This design comes from an exercise in tuning for small area on the open sky130 flow, not from production work. In this exercise RTL edits were held to simulation tests only and were not proved equivalent to the original. Power and IR drop assume default switching activity.

File: flow/config.mk
export PLATFORM = sky130hd
export DESIGN_NAME = datapath_proc
export DESIGN_NICKNAME = datapath_proc
export VERILOG_FILES = /design/flow/design.v
export SDC_FILE = /design/flow/constraint.sdc
export NUM_CORES = 4
export LEC_CHECK = 0
export CAP_MARGIN = 20
export CORE_MARGIN = 2
export CORE_UTILIZATION = 40
export PLACE_DENSITY = 0.6
export SLEW_MARGIN = 20
File: flow/design.v
module ALU (alu_cntrl,opr1,opr2,result,z_flg);
	input [15:0] opr1,opr2;
	input [1:0] alu_cntrl;
	output reg [16:0] result;
	output z_flg;
	assign z_flg = ~(|result[15:0]);
	always@(*)
	begin
		case (alu_cntrl)
			2'b00		: result = 17'b00000000000000000;
			2'b01		: result = opr1+opr2;
			2'b10		: result = {1'b0,~(opr1 & opr2)};
			2'b11		: result = opr1 - opr2;
			default	: result = 17'b00000000000000000;
		endcase
	end
endmodule
module ALU_BR (opr1,opr2,result);
	input [15:0] opr1,opr2;
	output reg [15:0] result;
	always@(*)
	begin
		result = opr1+opr2;
	end
endmodule 
module ALU_PC (opr1,opr2,result);
	input [15:0] opr1,opr2;
	output reg [15:0] result;
	always@(*)
	begin
		result = opr1+opr2;
	end
endmodule
module alu_control (input [3:0] opcode, output reg [1:0] alu_cntrl);
	always@(*)
	begin
		case (opcode)
			4'b0001, 4'b0100, 4'b0000 : alu_cntrl = 2'b01;
			4'b0010 : alu_cntrl = 2'b10;
			default : alu_cntrl = 2'b00;
		endcase
	end
endmodule 
module controller (ir_id,regwrite_id,memtoreg_id,memread_id,memwrite_id,branch_id,aluop_id,alusrc_id,
						regdest_id, pc_regread_id, irlast_id, lhi_reg_id);
	input [15:0] ir_id;
	output reg regwrite_id,memtoreg_id,memread_id,memwrite_id,branch_id, regdest_id, pc_regread_id, lhi_reg_id;
	output reg [1:0] alusrc_id, irlast_id;
	output reg [3:0] aluop_id;
	always@(*)
	begin
		case (ir_id[15:12])
			4'b0000 : 
			begin
				regwrite_id=1'b1; memtoreg_id=1'b0; memread_id=1'b0; 
				memwrite_id=1'b0; branch_id=1'b0; aluop_id=ir_id[15:12]; alusrc_id=2'b00; 
				regdest_id=1'b0; pc_regread_id = 1'b1; irlast_id = ir_id[1:0]; lhi_reg_id = 1'b0;
			end
			4'b0001 : 
			begin
				regwrite_id=1'b1; memtoreg_id=1'b0; memread_id=1'b0; 
				memwrite_id=1'b0; branch_id=1'b0; aluop_id=ir_id[15:12]; alusrc_id=2'b10; 
				regdest_id=1'b1; pc_regread_id = 1'b1; irlast_id = ir_id[1:0]; lhi_reg_id = 1'b0;
			end
			4'b0010 : 
			begin
				regwrite_id=1'b1; memtoreg_id=1'b0; memread_id=1'b0; 
				memwrite_id=1'b0; branch_id=1'b0; aluop_id=ir_id[15:12]; alusrc_id=2'b00; 
				regdest_id=1'b0; pc_regread_id = 1'b1; irlast_id = ir_id[1:0]; lhi_reg_id = 1'b0;
			end
			4'b0011 : 
			begin
				regwrite_id=1'b1; memtoreg_id=1'b0; memread_id=1'b0; 
				memwrite_id=1'b0; branch_id=1'b0; aluop_id=ir_id[15:12]; alusrc_id=2'b00; 
				regdest_id=1'b0; pc_regread_id = 1'b1; irlast_id = ir_id[1:0]; lhi_reg_id = 1'b1;
			end
			4'b0100 : 
			begin
				regwrite_id=1'b1; memtoreg_id=1'b1; memread_id=1'b1; 
				memwrite_id=1'b0; branch_id=1'b0; aluop_id=ir_id[15:12]; alusrc_id=2'b10; 
				regdest_id=1'b1; pc_regread_id = 1'b1; irlast_id = ir_id[1:0]; lhi_reg_id = 1'b0;
			end
			default: 
			begin
				regwrite_id=1'b0; memtoreg_id=1'b0; memread_id=1'b0; 
				memwrite_id=1'b0; branch_id=1'b0; aluop_id=ir_id[15:12]; alusrc_id=2'b00; 
				regdest_id=1'b0; pc_regread_id = 1'b1; irlast_id = ir_id[1:0]; lhi_reg_id = 1'b0;
			end
		endcase
	end
endmodule 
module IF_ID_reg (clk, resetn, ir_if,npc_if,pc_if,ir_id,npc_id,pc_id);
	input clk, resetn;
	input [15:0] ir_if,npc_if,pc_if;
	output reg [15:0] ir_id,npc_id, pc_id;
	always@(posedge clk)
	begin
		if (!resetn)
		begin
			ir_id <= 0;
			npc_id <= 0;
			pc_id <= 0;
		end
		else
		begin
		ir_id <= ir_if;
		npc_id <= npc_if;
		pc_id <= pc_if;
		end
	end 
endmodule
module ID_RD_reg (clk, resetn, npc_id, reg1add_id, reg2add_id, reg3add_id, imm6_id, pc_id, imm9_id,
						npc_rd, reg1add_rd, reg2add_rd, reg3add_rd, imm6_rd, pc_rd, imm9_rd,
						regwrite_id,memtoreg_id,memread_id,memwrite_id,branch_id,aluop_id,alusrc_id,regdest_id,pc_regread_id, irlast_id, lhi_reg_id,
						regwrite_rd,memtoreg_rd,memread_rd,memwrite_rd,branch_rd,aluop_rd,alusrc_rd,regdest_rd,pc_regread_rd, irlast_rd, lhi_reg_rd);
	input clk, resetn;
	input [15:0] npc_id, pc_id;
	input [2:0] reg1add_id, reg2add_id, reg3add_id;
	input regwrite_id,memtoreg_id,memread_id,memwrite_id,branch_id,regdest_id,pc_regread_id, lhi_reg_id;
	input [1:0] alusrc_id, irlast_id;
	input [3:0] aluop_id;
	input [5:0] imm6_id;
	input [8:0] imm9_id;
	output reg [3:0] aluop_rd;
	output reg [15:0] npc_rd, pc_rd;
	output reg [2:0] reg1add_rd, reg2add_rd, reg3add_rd;
	output reg regwrite_rd,memtoreg_rd,memread_rd,memwrite_rd,branch_rd,regdest_rd,pc_regread_rd, lhi_reg_rd;
	output reg [1:0] alusrc_rd, irlast_rd;
	output reg [5:0] imm6_rd;
	output reg [8:0] imm9_rd;
	always@(posedge clk)
	begin
		if (!resetn)
		begin
			aluop_rd <= 0;
			npc_rd <= 0;
			pc_rd <= 0;
			reg1add_rd <= 0;
			reg2add_rd <= 0;
			reg3add_rd <= 0;
			regwrite_rd <= 0;
			memtoreg_rd <= 0;
			memread_rd <= 0;
			memwrite_rd <= 0;
			branch_rd <= 0;
			regdest_rd <= 0;
			pc_regread_rd <= 0;
			lhi_reg_rd <= 0;
			alusrc_rd <= 0;
			irlast_rd <= 0;
			imm6_rd <= 0;
			imm9_rd <= 0;
		end
		else
		begin
		npc_rd <= npc_id;
		pc_rd <= pc_id;
		reg1add_rd <= reg1add_id;
		reg2add_rd <= reg2add_id;
		reg3add_rd <= reg3add_id;
		imm6_rd <= imm6_id;
		imm9_rd <= imm9_id;
		regwrite_rd <= regwrite_id;
		memtoreg_rd <= memtoreg_id;
		memread_rd <= memread_id;
		memwrite_rd <= memwrite_id;
		branch_rd <= branch_id;
		aluop_rd <= aluop_id;
		alusrc_rd <= alusrc_id;
		regdest_rd <= regdest_id;
		pc_regread_rd <= pc_regread_id;
		irlast_rd <= irlast_id;
		lhi_reg_rd <= lhi_reg_id;
		end
	end 
endmodule
module RD_EX_reg (clk, resetn, npc_rd, reg1data_rd, reg2data_rd, imm6_rd, regdst_rd, pc_rd, imm9_rd,
						npc_ex, reg1data_ex, reg2data_ex, imm6_ex, regdst_ex, pc_ex, imm9_ex,
						regwrite_rd,memtoreg_rd,memread_rd,memwrite_rd,branch_rd,aluop_rd,alusrc_rd,pc_regread_rd, irlast_rd, lhi_reg_rd,
						regwrite_ex,memtoreg_ex,memread_ex,memwrite_ex,branch_ex,aluop_ex,alusrc_ex,pc_regread_ex, irlast_ex, lhi_reg_ex);
	input clk, resetn;
	input [15:0] npc_rd, pc_rd;
	input [15:0] reg1data_rd, reg2data_rd;
	input [15:0] imm6_rd;
	input [2:0] regdst_rd;
	input regwrite_rd,memtoreg_rd,memread_rd,memwrite_rd,branch_rd,pc_regread_rd, lhi_reg_rd;
	input [1:0] alusrc_rd, irlast_rd;
	input [3:0] aluop_rd;
	input [8:0] imm9_rd;
	output reg [15:0] npc_ex, pc_ex;
	output reg [15:0] reg1data_ex, reg2data_ex;
	output reg [15:0] imm6_ex;
	output reg [2:0] regdst_ex;
	output reg regwrite_ex,memtoreg_ex,memread_ex,memwrite_ex,branch_ex,pc_regread_ex, lhi_reg_ex;
	output reg [1:0] alusrc_ex, irlast_ex;
	output reg [3:0] aluop_ex;
	output reg [8:0] imm9_ex;
	always@(posedge clk)
	begin
		if (!resetn)
		begin
			npc_ex <= 0;
			pc_ex <= 0;
			reg1data_ex <= 0;
			reg2data_ex <= 0;
			imm6_ex <= 0;
			regdst_ex <= 0;
			regwrite_ex <= 0;
			memtoreg_ex <= 0;
			memread_ex <= 0;
			memwrite_ex <= 0;
			branch_ex <= 0;
			pc_regread_ex <= 0;
			lhi_reg_ex <= 0;
			alusrc_ex <= 0;
			irlast_ex <= 0;
			aluop_ex <= 0;
			imm9_ex <= 0;
		end
		else
		begin
		npc_ex <= npc_rd;
		pc_ex <= pc_rd;
		reg1data_ex <= reg1data_rd;
		reg2data_ex <= reg2data_rd;
		imm6_ex <= imm6_rd;
		regdst_ex <= regdst_rd;
		regwrite_ex <= regwrite_rd;
		memtoreg_ex <= memtoreg_rd;
		memread_ex <= memread_rd;
		memwrite_ex <= memwrite_rd;
		branch_ex <= branch_rd;
		aluop_ex <= aluop_rd;
		alusrc_ex <= alusrc_rd;
		pc_regread_ex <= pc_regread_rd;
		irlast_ex <= irlast_rd;
		lhi_reg_ex <= lhi_reg_rd;
		imm9_ex <= imm9_rd;
		end
	end 
endmodule
module EX_MEM_reg (clk, resetn, npc_ex, alu_result_ex, alu_z_ex, alu_c_ex, reg2data_ex, regdst_ex, pc_ex, imm9_0_pad_ex, 
						npc_mem, alu_result_mem, alu_z_mem, alu_c_mem, reg2data_mem, regdst_mem, pc_mem, imm9_0_pad_mem,
						regwrite_ex,memtoreg_ex,memread_ex,memwrite_ex,branch_ex,pc_regread_ex, aluop_ex, irlast_ex, lhi_reg_ex,
						regwrite_mem,memtoreg_mem,memread_mem,memwrite_mem,branch_mem,pc_regread_mem, aluop_mem, irlast_mem, lhi_reg_mem);
	input clk, resetn, alu_z_ex, alu_c_ex;
	input [15:0] npc_ex, alu_result_ex, reg2data_ex, pc_ex;
	input [2:0] regdst_ex;
	input regwrite_ex,memtoreg_ex,memread_ex,memwrite_ex,branch_ex,pc_regread_ex;	
	input [3:0] aluop_ex;
	input [1:0] irlast_ex;
	input lhi_reg_ex;
	input [15:0] imm9_0_pad_ex;
	output reg alu_z_mem, alu_c_mem;
	output reg [15:0] npc_mem, alu_result_mem, reg2data_mem, pc_mem;
	output reg [2:0] regdst_mem;
	output reg regwrite_mem,memtoreg_mem,memread_mem,memwrite_mem,branch_mem,pc_regread_mem;
	output reg [3:0] aluop_mem;
	output reg [1:0] irlast_mem;
	output reg lhi_reg_mem;
	output reg [15:0] imm9_0_pad_mem;
	always@(posedge clk)
	begin
		if (!resetn)
		begin
			alu_z_mem <= 0;
			alu_c_mem <= 0;
			npc_mem <= 0;
			alu_result_mem <= 0;
			reg2data_mem <= 0;
			pc_mem <= 0;
			regdst_mem <= 0;
			regwrite_mem <= 0;
			memtoreg_mem <= 0;
			memread_mem <= 0;
			memwrite_mem <= 0;
			branch_mem <= 0;
			pc_regread_mem <= 0;
			aluop_mem <= 0;
			irlast_mem <= 0;
			imm9_0_pad_mem <= 0;
			lhi_reg_mem <= 0;
		end
		else
		begin
		npc_mem <= npc_ex;
		pc_mem <= pc_ex;
		alu_result_mem <= alu_result_ex;
		alu_z_mem <= alu_z_ex;
		alu_c_mem <= alu_c_ex;
		reg2data_mem <= reg2data_ex;
		regdst_mem <= regdst_ex;
		imm9_0_pad_mem <= imm9_0_pad_ex;
		regwrite_mem <= regwrite_ex;
		memtoreg_mem <= memtoreg_ex;
		memread_mem <= memread_ex;
		memwrite_mem <= memwrite_ex;
		branch_mem <= branch_ex;
		pc_regread_mem <= pc_regread_ex;
		aluop_mem <= aluop_ex;
		irlast_mem <= irlast_ex;
		lhi_reg_mem <= lhi_reg_ex;
		end
	end 
endmodule
module MEM_WB_reg (clk, resetn,  alu_result_mem, memrd_data_mem, regdst_mem, pc_mem, imm9_0_pad_mem,
						alu_result_wb, memrd_data_wb, regdst_wb, pc_wb, imm9_0_pad_wb,
						regwrite_mem,memtoreg_mem, prev_cz_mem, cz_mem, aluop_mem, irlast_mem,
						regwrite_wb,memtoreg_wb, prev_cz_wb, cz_wb, aluop_wb, irlast_wb);
	input clk, resetn;
	input [15:0] memrd_data_mem, pc_mem;
	input [15:0] alu_result_mem;
	input [2:0] regdst_mem;
	input regwrite_mem,memtoreg_mem;	
	input [1:0] prev_cz_mem, cz_mem, irlast_mem;
	input [3:0] aluop_mem;
	input [15:0] imm9_0_pad_mem;
	output reg [15:0] memrd_data_wb, pc_wb;
	output reg [15:0] alu_result_wb;
	output reg [2:0] regdst_wb;
	output reg regwrite_wb,memtoreg_wb;
	output reg [1:0] prev_cz_wb, cz_wb, irlast_wb;
	output reg [3:0] aluop_wb;
	output reg [15:0] imm9_0_pad_wb;
	always@(posedge clk)
	begin
		if (!resetn)
		begin
			memrd_data_wb <= 0;
			pc_wb <= 0;
			alu_result_wb <= 0;
			regdst_wb <= 0;
			regwrite_wb <= 0;
			memtoreg_wb <= 0;
			prev_cz_wb <= 0;
			cz_wb <= 0;
			irlast_wb <= 0;
			aluop_wb <= 0;
			imm9_0_pad_wb <= 0;
		end
		else
		begin
		memrd_data_wb <= memrd_data_mem;
		alu_result_wb <= alu_result_mem;
		regdst_wb <= regdst_mem;
		pc_wb <= pc_mem;
		prev_cz_wb <= prev_cz_mem;
		cz_wb <= cz_mem;
		aluop_wb <= aluop_mem;
		imm9_0_pad_wb <= imm9_0_pad_mem;
		regwrite_wb <= regwrite_mem;
		memtoreg_wb <= memtoreg_mem;
		irlast_wb <= irlast_mem;
		end
	end 
endmodule
module reg_16bits (clk, resetn, Ld, Din, Dout);
	input clk, resetn;
	input Ld;
	input [15:0] Din;
	output reg [15:0] Dout;
	always@(posedge clk)
	begin
		if (!resetn) Dout <= 16'h0000;
		else if(Ld==1) Dout <= Din;
	end 
endmodule
module mux_8to1 (In0, In1, In2, In3, In4, In5, In6, In7, sel, out);
	input [15:0] In0, In1, In2, In3, In4, In5, In6, In7;
	input [2:0] sel;
	output reg [15:0] out;
	always@(*)
	begin
		case (sel)
			3'b000: out = In0;
			3'b001: out = In1;
			3'b010: out = In2;
			3'b011: out = In3;
			3'b100: out = In4;
			3'b101: out = In5;
			3'b110: out = In6;
			3'b111: out = In7;
			default: out = 16'h0000;
		endcase
	end 
endmodule 
module demux_1to8 (In, out0, out1, out2, out3, out4, out5, out6, out7, sel);
	input In;
	input [2:0] sel;
	output reg out0, out1, out2, out3, out4, out5, out6, out7;
	always@(*)
	begin
		out0 = 1'b0; out1 = 1'b0; out2 = 1'b0; out3 = 1'b0;
		out4 = 1'b0; out5 = 1'b0; out6 = 1'b0; out7 = 1'b0;
		case (sel)
			3'b000: out0 = In;
			3'b001: out1 = In;
			3'b010: out2 = In;
			3'b011: out3 = In;
			3'b100: out4 = In;
			3'b101: out5 = In;
			3'b110: out6 = In;
			3'b111: out7 = In;
			default: out7 = 1'b0;
		endcase 
	end 
endmodule
module reg_file (clk, resetn, regr_add1, regr_add2, regw_add3, pc_write, pc_read, pc_held, regwrite, wr_data, reg_out1, reg_out2,
						pc_regread_rd);
	input  clk,resetn,regwrite,pc_regread_rd;
	input [2:0] regr_add1, regr_add2, regw_add3;
	input [15:0] pc_write, wr_data;
	output [15:0] pc_read, pc_held, reg_out1, reg_out2;
	wire [15:0] Dout0,Dout1,Dout2,Dout3,Dout4,Dout5,Dout6,Dout7;
	wire [15:0] Cur0,Cur1,Cur2,Cur3,Cur4,Cur5,Cur6,Cur7;
	wire Ld0,Ld1,Ld2,Ld3,Ld4,Ld5,Ld6,Ld7w,Ld7;
	wire [15:0] LoadDin7;
	demux_1to8 DMUX (regwrite, Ld0, Ld1, Ld2, Ld3, Ld4, Ld5, Ld6, Ld7w, regw_add3);
	assign Ld7 = pc_regread_rd || regwrite;
	assign LoadDin7 = (Ld7w==1'b1) ? wr_data : pc_write; 
	assign Cur0 = Ld0 ? wr_data : Dout0;
	assign Cur1 = Ld1 ? wr_data : Dout1;
	assign Cur2 = Ld2 ? wr_data : Dout2;
	assign Cur3 = Ld3 ? wr_data : Dout3;
	assign Cur4 = Ld4 ? wr_data : Dout4;
	assign Cur5 = Ld5 ? wr_data : Dout5;
	assign Cur6 = Ld6 ? wr_data : Dout6;
	assign Cur7 = Ld7 ? LoadDin7 : Dout7;
	reg_16bits R0(clk, resetn, Ld0, wr_data, Dout0);
	reg_16bits R1(clk, resetn, Ld1, wr_data, Dout1);
	reg_16bits R2(clk, resetn, Ld2, wr_data, Dout2);
	reg_16bits R3(clk, resetn, Ld3, wr_data, Dout3);
	reg_16bits R4(clk, resetn, Ld4, wr_data, Dout4);
	reg_16bits R5(clk, resetn, Ld5, wr_data, Dout5);
	reg_16bits R6(clk, resetn, Ld6, wr_data, Dout6);
	reg_16bits R7(clk, resetn, Ld7, LoadDin7, Dout7);
	mux_8to1 MUX1 (Cur0, Cur1, Cur2, Cur3, Cur4, Cur5, Cur6, Cur7, regr_add1, reg_out1);
	mux_8to1 MUX2 (Cur0, Cur1, Cur2, Cur3, Cur4, Cur5, Cur6, Cur7, regr_add2, reg_out2);
	assign pc_read = Cur7;
	assign pc_held = Dout7;
endmodule
module regwrite_cntrl (irlast_wb, prev_cz_wb, aluop_wb, regwrite_wb, regwrite_wb_final);
	input [1:0] prev_cz_wb, irlast_wb;
	input [3:0] aluop_wb;
	input regwrite_wb;
	output reg regwrite_wb_final;
	always@(*)
	begin
		case (aluop_wb)
			4'b0010, 4'b0000 : 
				begin
					if ((irlast_wb == 2'b01) & (prev_cz_wb[0] == 1'b1))
						regwrite_wb_final = regwrite_wb;
					else if ((irlast_wb == 2'b10) & (prev_cz_wb[1] == 1'b1))
						regwrite_wb_final = regwrite_wb;
					else if ((irlast_wb == 2'b00))
						regwrite_wb_final = regwrite_wb;
					else
						regwrite_wb_final = 1'b0;
				end
			4'b0100, 4'b0001, 4'b0011 : regwrite_wb_final = regwrite_wb;
			default : regwrite_wb_final = 1'b0;
		endcase
	end
endmodule 
module datapath_proc (clk, resetn, imem_addr, imem_data, dmem_addr, dmem_re, dmem_rdata,
						wb_en, wb_addr, wb_data);
	input clk, resetn;
	output [15:0] imem_addr;
	input [15:0] imem_data;
	output [15:0] dmem_addr;
	output dmem_re;
	input [15:0] dmem_rdata;
	output wb_en;
	output [2:0] wb_addr;
	output [15:0] wb_data;
	wire [15:0] NPC_IF, NPC_ID, NPC_RD, NPC_EX, NPC_MEM, NPC_WB;
	wire [15:0] PC_IF, PC_ID, PC_RD, PC_EX, PC_MEM, PC_WB;
	wire [15:0] IR_IF, IR_ID;
	wire [2:0] REG1ADD_ID, REG2ADD_ID, REG3ADD_ID, REG1ADD_RD, REG2ADD_RD, REG3ADD_RD;
	wire REGWRITE_ID,MEMTOREG_ID,MEMREAD_ID,MEMWRITE_ID,BRANCH_ID,REGDEST_ID, 
			REGWRITE_RD,MEMTOREG_RD,MEMREAD_RD,MEMWRITE_RD,BRANCH_RD,REGDEST_RD;
	wire [1:0] ALUSRC_ID, ALUSRC_RD;
	wire [3:0] ALUOP_ID;
	wire [5:0] IMM6_ID, IMM6_RD, IMM6_EX;
	wire [15:0] REG1DATA_RD, REG2DATA_RD, REG1DATA_EX, REG2DATA_EX;
	wire [2:0] REGDST_RD, REGDST_EX;
	wire REGWRITE_EX,MEMTOREG_EX,MEMREAD_EX,MEMWRITE_EX,BRANCH_EX;
	wire [1:0] ALUSRC_EX;
	wire [3:0] ALUOP_RD, ALUOP_EX;
	wire ALU_Z_EX, ALU_Z_MEM, ALU_C_EX, ALU_C_MEM;
	wire [15:0] ALU_RESULT_EX, ALU_RESULT_MEM, REG2DATA_MEM;
	wire [2:0] REGDST_MEM;
	wire REGWRITE_MEM, MEMTOREG_MEM, MEMREAD_MEM, MEMWRITE_MEM, BRANCH_MEM;	
	wire [15:0] MEMRD_DATA_MEM, MEMRD_DATA_WB, ALU_RESULT_WB;
	wire [2:0] REGDST_WB;
	wire REGWRITE_WB, MEMTOREG_WB;	
	wire [15:0] REG3WR_WB;
	wire [1:0] ALU_CNTRL_EX;
	wire [15:0] OPR1, OPR2, OPR_BR_1, OPR_BR_2, RESULT_BR_NPC;
	wire [16:0] RESULT;
	wire [15:0] PC_READ, PC_WRITE, PC_HELD, NPC_HELD;
	wire [15:0] IMM6_RD_SIGN_EXT;
	wire [2:0] REG3ADD_FINAL_RD;
	wire PC_REGREAD_ID, PC_REGREAD_RD, PC_REGREAD_EX, PC_REGREAD_MEM, NPC_CNTRL_MEM;
	wire [3:0] ALUOP_MEM, ALUOP_WB;
	wire [1:0] CZ_MEM, CZ_WB, PREV_CZ_WB;
	wire REGWRITE_WB_FINAL;
	wire [1:0] IRLAST_ID, IRLAST_RD, IRLAST_EX, IRLAST_MEM, IRLAST_WB;
	wire [8:0] IMM9_ID, IMM9_RD, IMM9_EX;
	wire [15:0] IMM9_0_PAD_EX, IMM9_0_PAD_MEM, IMM9_0_PAD_ALURSLT_MEM, IMM9_0_PAD_WB; 
	wire LHI_REG_ID, LHI_REG_RD, LHI_REG_EX, LHI_REG_MEM;
	assign imem_addr = PC_READ;
	assign IR_IF = imem_data;
	assign PC_IF = PC_READ;
	ALU_PC alupc_dut(PC_READ,16'h0001,NPC_IF);
	IF_ID_reg ifid_reg(clk,resetn,IR_IF,NPC_IF,PC_IF,IR_ID,NPC_ID,PC_ID);
	ALU_PC alupc_wr(PC_HELD,16'h0001,NPC_HELD);
	assign PC_WRITE = (NPC_CNTRL_MEM != 1'b1) ? NPC_HELD : RESULT_BR_NPC;
	controller cntrl (IR_ID,REGWRITE_ID,MEMTOREG_ID,MEMREAD_ID,MEMWRITE_ID,BRANCH_ID,ALUOP_ID,ALUSRC_ID,REGDEST_ID, PC_REGREAD_ID, IRLAST_ID, LHI_REG_ID);
	assign REG1ADD_ID = IR_ID[11:9];
	assign REG2ADD_ID = IR_ID[8:6];
	assign IMM6_ID = IR_ID[5:0];
	assign REG3ADD_ID = IR_ID[5:3];
	assign IMM9_ID = IR_ID[8:0];
	ID_RD_reg idrd_reg (clk,resetn,NPC_ID,REG1ADD_ID, REG2ADD_ID, REG3ADD_ID, IMM6_ID, PC_ID, IMM9_ID,
									NPC_RD, REG1ADD_RD, REG2ADD_RD, REG3ADD_RD, IMM6_RD, PC_RD, IMM9_RD,
									REGWRITE_ID,MEMTOREG_ID,MEMREAD_ID,MEMWRITE_ID,BRANCH_ID,ALUOP_ID,ALUSRC_ID,REGDEST_ID,PC_REGREAD_ID, IRLAST_ID, LHI_REG_ID, 
									REGWRITE_RD,MEMTOREG_RD,MEMREAD_RD,MEMWRITE_RD,BRANCH_RD,ALUOP_RD,ALUSRC_RD,REGDEST_RD,PC_REGREAD_RD, IRLAST_RD, LHI_REG_RD);
	reg_file regfile(clk, resetn, REG1ADD_RD, REG2ADD_RD, REGDST_WB, PC_WRITE, PC_READ, PC_HELD, REGWRITE_WB_FINAL, 
								REG3WR_WB, REG1DATA_RD, REG2DATA_RD, PC_REGREAD_RD);
	assign IMM6_RD_SIGN_EXT = {10'b0000000000, IMM6_RD};
	assign REG3ADD_FINAL_RD = (LHI_REG_RD==1'b1) ? REG1ADD_RD : ((REGDEST_RD==1'b1) ? REG2ADD_RD : REG3ADD_RD);
	RD_EX_reg rdex_reg (clk,resetn,NPC_RD, REG1DATA_RD, REG2DATA_RD, IMM6_RD_SIGN_EXT, REG3ADD_FINAL_RD, PC_RD, IMM9_RD,
									NPC_EX, REG1DATA_EX, REG2DATA_EX, IMM6_EX, REGDST_EX, PC_EX, IMM9_EX,
									REGWRITE_RD,MEMTOREG_RD,MEMREAD_RD,MEMWRITE_RD,BRANCH_RD,ALUOP_RD,ALUSRC_RD,PC_REGREAD_RD, IRLAST_RD, LHI_REG_RD,
									REGWRITE_EX,MEMTOREG_EX,MEMREAD_EX,MEMWRITE_EX,BRANCH_EX,ALUOP_EX,ALUSRC_EX,PC_REGREAD_EX, IRLAST_EX, LHI_REG_EX);
	alu_control alu_cntrl_dut (ALUOP_EX,ALU_CNTRL_EX);
	assign OPR2 = ALUSRC_EX[1] ? IMM6_EX : REG2DATA_EX;
	assign OPR1 = ALUSRC_EX[0] ? REG2DATA_EX : REG1DATA_EX;
	ALU alu_dut(ALU_CNTRL_EX, OPR1, OPR2, RESULT, ALU_Z_EX);
	assign ALU_RESULT_EX = RESULT[15:0];
	assign ALU_C_EX = RESULT[16];
	assign OPR_BR_1 = IMM6_EX << 2;
	assign OPR_BR_2 = NPC_EX;
	assign IMM9_0_PAD_EX = {IMM9_EX, 7'b0000000};
	ALU_BR alu_br_dut(OPR_BR_1, OPR_BR_2, RESULT_BR_NPC);
	EX_MEM_reg exmem_reg(clk,resetn,RESULT_BR_NPC, ALU_RESULT_EX, ALU_Z_EX, ALU_C_EX, REG2DATA_EX, REGDST_EX, PC_EX, IMM9_0_PAD_EX,
						NPC_MEM, ALU_RESULT_MEM, ALU_Z_MEM, ALU_C_MEM, REG2DATA_MEM, REGDST_MEM, PC_MEM, IMM9_0_PAD_MEM,
						REGWRITE_EX,MEMTOREG_EX,MEMREAD_EX,MEMWRITE_EX,BRANCH_EX,PC_REGREAD_EX, ALUOP_EX, IRLAST_EX, LHI_REG_EX,
						REGWRITE_MEM,MEMTOREG_MEM,MEMREAD_MEM,MEMWRITE_MEM,BRANCH_MEM,PC_REGREAD_MEM, ALUOP_MEM, IRLAST_MEM, LHI_REG_MEM);
	assign dmem_addr = ALU_RESULT_MEM;
	assign dmem_re = MEMREAD_MEM;
	assign MEMRD_DATA_MEM = dmem_rdata;
	assign NPC_CNTRL_MEM = BRANCH_MEM && ALU_Z_MEM;
	assign CZ_MEM = {ALU_C_MEM, ALU_Z_MEM};
	assign IMM9_0_PAD_ALURSLT_MEM = (LHI_REG_MEM == 1'b1) ? IMM9_0_PAD_MEM : ALU_RESULT_MEM;
	MEM_WB_reg memwb_reg(.clk(clk), .resetn(resetn),
						.alu_result_mem(IMM9_0_PAD_ALURSLT_MEM), .memrd_data_mem(MEMRD_DATA_MEM), .regdst_mem(REGDST_MEM), .pc_mem(PC_MEM), .imm9_0_pad_mem(IMM9_0_PAD_MEM),
						.alu_result_wb(ALU_RESULT_WB), .memrd_data_wb(MEMRD_DATA_WB), .regdst_wb(REGDST_WB), .pc_wb(PC_WB), .imm9_0_pad_wb(IMM9_0_PAD_WB),
						.regwrite_mem(REGWRITE_MEM), .memtoreg_mem(MEMTOREG_MEM), .prev_cz_mem(CZ_WB), .cz_mem(CZ_MEM), .aluop_mem(ALUOP_MEM), .irlast_mem(IRLAST_MEM),
						.regwrite_wb(REGWRITE_WB), .memtoreg_wb(MEMTOREG_WB), .prev_cz_wb(PREV_CZ_WB), .cz_wb(CZ_WB), .aluop_wb(ALUOP_WB), .irlast_wb(IRLAST_WB));
	assign REG3WR_WB = MEMTOREG_WB ? MEMRD_DATA_WB : ALU_RESULT_WB;	
	regwrite_cntrl regwrite_cntrl_dut(IRLAST_WB, PREV_CZ_WB, ALUOP_WB, REGWRITE_WB, REGWRITE_WB_FINAL);
	assign wb_en = REGWRITE_WB_FINAL;
	assign wb_addr = REGDST_WB;
	assign wb_data = REG3WR_WB;
endmodule 
File: flow/constraint.sdc
create_clock -name core_clock -period 6.0 [get_ports {clk}]
set_input_delay 1.2000 -clock core_clock [delete_from_list [all_inputs] [get_ports {clk}]]
set_output_delay 1.2000 -clock core_clock [all_outputs]
set_load 0.01 [all_outputs]
File: flow/run.sh
#!/bin/bash
# synth_recipe.tcl (not shown) runs the flow's synth.tcl, then flattens the netlist and writes it again
# the make line also repeats each setting of config.mk as NAME=value (left out here)
make -C /OpenROAD-flow-scripts/flow DESIGN_CONFIG=/design/flow/config.mk WORK_HOME=/design/flow/orfs CLKGATE_MAP_FILE= SYNTH_SCRIPT=/design/flow/synth_recipe.tcl finish
==> notes.md <==
* Outcome: timing/DRC/antenna clean
* Wire length of the first global-routing pass at between 60 and 70 mm
* Worst path top cell family by delay: multiplexers
* Timing-limited maximum frequency at 208.9 MHz
* Std-Cell Rows at 67
* Hold_sp: ifid_reg.ir_id[10]
* Clock tree from TritonCTS: yes
* Cells taking the most area after synthesis: sky130_fd_sc_hd__dfxtp_1 45%, sky130_fd_sc_hd__mux2i_1 6.7%, sky130_fd_sc_hd__and2_1 6.6%
* Critical Setup Path Class: reg2out
* Netlist area before placement at between 10000 and 15000 sq um
* Post-CTS Setup Inserts at 0
* Num ports at 87
* Max incr delay on CP at 980 ps
* Post-cts resize count at 0
* Average wire per standard cell at 20.79 um
* Via count at 11312
* Synthesis Warnings at 15
* Number of violations of the max-capacitance limit at 0
* Worst skew pair latency at 520 ps
* Unrepaired setup endpoints after global routing: no
* IR Drop Worst-Case VDD at between 150 and 200 uV
* Post-detailed-placement cell area at 14690 sq um
* Highest-count cells in the layout ignoring fill and taps: 298 x sky130_fd_sc_hd__dfxtp_1, 193 x sky130_fd_sc_hd__nor2_1, 143 x sky130_fd_sc_hd__and2_1
* Total nets after synthesis at 1586
* Filler cells at ~3300
* Arrival @ worst endpoint at 3590 ps
* Post-Layout Inst Area at 15800 sq um
* Ordered list of cells on the worst path: mux2i_1 -> inv_1 -> mux2i_1 -> o22ai_1 -> clkdlybuf4s50_1
* Number of buffers added to fix hold violations after cts at 0
* Multi-input gate area at 6912 sq um
* Static leakage power at 0.005969 uW
* Slack of the worst reg-to-reg path at between 1000 and 1500 ps
* Remaining antenna violation count after routing at 0
* Number of global-route vias before repair at 10731
* CP bufs+invs at 2
* Kind of start point of the critical path: flip-flop
* Worst setup skew after layout at 20.84 ps
* Number of buffers created by CTS at 34
* Worst hold path type: reg2reg
* Number of levels in the clock H-tree at 2
* Pin count of the biggest net entering global routing at 137
* Vias per std cell at 5.515
* Slew Viols, Final at 0
* DRC Markers at 0
* Area growth, synth to finish at 17.27%
* Post-layout net count at roughly 1600
* Count of state elements after synthesis at 301
* Number of antenna violations at the first check in global routing at 1
* Core Region at 33360 sq um
* Crit path depth at 5
* Tightest Pin Transition at 985.9 ps
* Number of search-and-repair iterations in the first detailed-routing pass at 6
* Part of the cycle the worst path needs at 79.78%
* Main flop type after synthesis: sky130_fd_sc_hd__dfxtp_1
* Starting utilization of the core area at 40.39%
* CP endpoint kind: output port
* Sequential cell area fraction in the yosys report at 44.72%
* Cell type with the highest occurrence count on the critical path: sky130_fd_sc_hd__mux2i_1
* Clock period minus worst slack at 4787 ps
* Fraction of post-synthesis cell area in the top cell type by area at 44.72%
* R2r worst-path depth at 15
* Total power per unit cell area at 309.4 nW/um^2
* Placement-stage worst setup slack at 1375 ps
* Count of routing violations after the opening detailed-route iteration at about 1000
* Worst setup path start: memwb_reg.memtoreg_wb
* Number of enable-type register cells in the synthesized netlist at 0
* Worst-case setup margin in the final layout at 1213 ps
* Total congestion overflow after global routing at 0
* Combined global-route utilization of all metal layers at 23.67%
* Post-Synthesis Cells at roughly 1500
* Setup Viol. Count Final at 0
* Relative slew slack at 32.39%
* Final setup TNS at 0 ps
* Mean Syn Cell Area at 8.796 sq um
* Clock-pin slew on the worst setup and hold paths at 60 ps
* Proportion of layout cells with a drive suffix above 1 at 8.427%
* Area of all sequential standard cells at 6030 sq um
* Crit path max-delay cell type: sky130_fd_sc_hd__dfxtp_1
* Clock net sink count at 301
* Crit path capture: imem_addr[11]
* IO Port Bufs at 86
* Placer's final routability congestion estimate at between 0.8 and 0.9
* Worst hold slack across all endpoints at 429.5 ps
* Die Area at 35170 sq um
* Die Y at 187.5 um
* Final hold violation count at 0
* Count of unique library cells instantiated by Yosys at 79
* Crit Path Max Fanout at 16
* Top cell type by total area after synthesis: sky130_fd_sc_hd__dfxtp_1
* Sum of net half-perimeters after detailed placement at just under 30 mm
* Drt total wl at 42.63 mm
* Width of the die at 187.5 um
* Reg-to-reg endpoint: exmem_reg.alu_z_mem
* Ys async rst share at 0%
* Most common cell after layout, fill and taps aside: sky130_fd_sc_hd__dfxtp_1
* Reg2Reg Launch Point: rdex_reg.alusrc_ex[1]
* Bufs on Longest Clock Path at 3
* CTS root buffer: sky130_fd_sc_hd__clkbuf_16
* Worst EP required at 4800 ps
## cells by family (layout without fill, tap and decap cells)
group | after synthesis | after routing | synth area share, %
simple gates | 598 | 598 | 21.88
buf+inv | 136 | 206 | 4.123
other cells | 0 | 1 | 0
flops | 301 | 301 | 44.72
compound gates | 335 | 335 | 15.73
fa+ha+maj | 20 | 20 | 1.913
mux | 121 | 121 | 10.28
xor+xnor | 21 | 21 | 1.365
## metrics by stage
step | instances | utilization, % | power [uW]
3_5_place_dp | 1991 | 44.02 | 2876
3_3_place_gp | 1991 | 44.02 | 2878
4_1_cts | 2050 | 47.36 | 4923
2_1_floorplan | 1532 | - | 2592
5_1_grt | 2050 | 47.36 | 5078
6_report | 2051 | 47.36 | 4890
## routing by layer
metal  vias to the layer above  share of wire [%]  GRT usage, %
li1                       5432                  -             -
met5                         -                  0             0
met4                         0                3.5         9.419
met2                       469                 43         36.37
met1                      5316                 45         32.43
met3                        95                8.4         5.072
## power breakdown
group / internal, uW / total, uW / switching, uW / leakage [uW]
registers: 2080 / 2140 / 56.8 / 0.00245
clock network: 1220 / 2050 / 829 / 0.000541
logic: 291 / 704 / 413 / 0.00298
total: 3590 / 4890 / 1300 / 0.00597
## worst reg2reg max path: stages, from the launching register on
cell                        delay [ps]
sky130_fd_sc_hd__dfxtp_1           850
sky130_fd_sc_hd__inv_1             380
sky130_fd_sc_hd__o31ai_1           390
sky130_fd_sc_hd__and2_1            190
sky130_fd_sc_hd__nand3_1           140
sky130_fd_sc_hd__o311ai_0          420
sky130_fd_sc_hd__nand2_1           100
sky130_fd_sc_hd__ha_1              370
sky130_fd_sc_hd__a21oi_1           340
sky130_fd_sc_hd__nand3b_1          120
sky130_fd_sc_hd__a311oi_1          350
sky130_fd_sc_hd__o31ai_1           140
sky130_fd_sc_hd__xor2_1            170
sky130_fd_sc_hd__a2111oi_0         410
sky130_fd_sc_hd__nand4_1           150
sky130_fd_sc_hd__nor3_1            160
## cell type report
cell class,instances,share of cell area (%)
multi-input cells,1095,43.74
flip-flops and latches,301,38.16
repair buffers,108,6.556
clock buffers,50,6.405
well taps,448,3.547
inverters,39,0.9422
clock inverters,9,0.6413
diodes,1,0.01584
## synth_stat cells (5+ instances only)
cell type and n:
sky130_fd_sc_hd__mux2_2 19, sky130_fd_sc_hd__nor4_1 7, sky130_fd_sc_hd__nand2b_1 5, sky130_fd_sc_hd__inv_1 38, sky130_fd_sc_hd__clkbuf_1 71, sky130_fd_sc_hd__xnor2_1 11
sky130_fd_sc_hd__o32ai_1 6, sky130_fd_sc_hd__o22ai_1 21, sky130_fd_sc_hd__o21ai_0 107, sky130_fd_sc_hd__nor2_1 193, sky130_fd_sc_hd__a211oi_1 12, sky130_fd_sc_hd__mux4_2 12
sky130_fd_sc_hd__buf_1 10, sky130_fd_sc_hd__a21o_1 8, sky130_fd_sc_hd__and2_1 143, sky130_fd_sc_hd__nand4_1 7, sky130_fd_sc_hd__xor2_1 10, sky130_fd_sc_hd__ha_1 19
sky130_fd_sc_hd__and3_1 9, sky130_fd_sc_hd__o21ai_1 8, sky130_fd_sc_hd__dfxtp_1 301, sky130_fd_sc_hd__nand2_1 134, sky130_fd_sc_hd__a221oi_1 10, sky130_fd_sc_hd__a21oi_1 72
sky130_fd_sc_hd__nor2b_1 14, sky130_fd_sc_hd__nand3_1 33, sky130_fd_sc_hd__a31oi_1 12, sky130_fd_sc_hd__nor3_1 23, sky130_fd_sc_hd__o31ai_1 7, sky130_fd_sc_hd__o221ai_1 5
sky130_fd_sc_hd__mux2i_1 90, sky130_fd_sc_hd__o211ai_1 14, sky130_fd_sc_hd__o21bai_1 5, sky130_fd_sc_hd__buf_2 12
## worst min-delay path by stage
stage | to | depth (start not counted) | slack (ps)
after detailed placement | exmem_reg.regwrite_mem | 1 | 420
after floorplan | exmem_reg.imm9_0_pad_mem[13] | 1 | 410
after global placement | exmem_reg.lhi_reg_mem | 1 | 410
final | idrd_reg.reg1add_rd[1] | 1 | 430
after global routing | idrd_reg.reg3add_rd[1] | 1 | 440
after CTS | idrd_reg.reg1add_rd[1] | 1 | 430

[port drivers added, routing unchanged]
No port has a modelled driver above. Below, the same layout with a new extraction and two added sets of constraints. Step 1 (the two cells are an assumption about what drives the block):
set clk [get_ports {clk}]
set_driving_cell -lib_cell sky130_fd_sc_hd__clkbuf_16 $clk
set_driving_cell -lib_cell sky130_fd_sc_hd__buf_2 [delete_from_list [all_inputs] $clk]
Step 2 times the ports against the registers' clock, not the clock port: input delays grow and output delays shrink by t, the midpoint of the rising clock arrivals with the driver on. a / b / c = no drivers / after step 1 / after step 2; a / b = the first two.
shift t [ns]: 0.567
slack for setup (ns): 1.213 / 1.161 / 1.230
slew at the worst register clock pin (ns): 0.06 / 0.06
pins driven straight from the clock port: 1
After both steps setup and hold are still met in this run. The setup slack of this run moves by -0.052 ns with the drivers and by +0.017 ns with both steps.
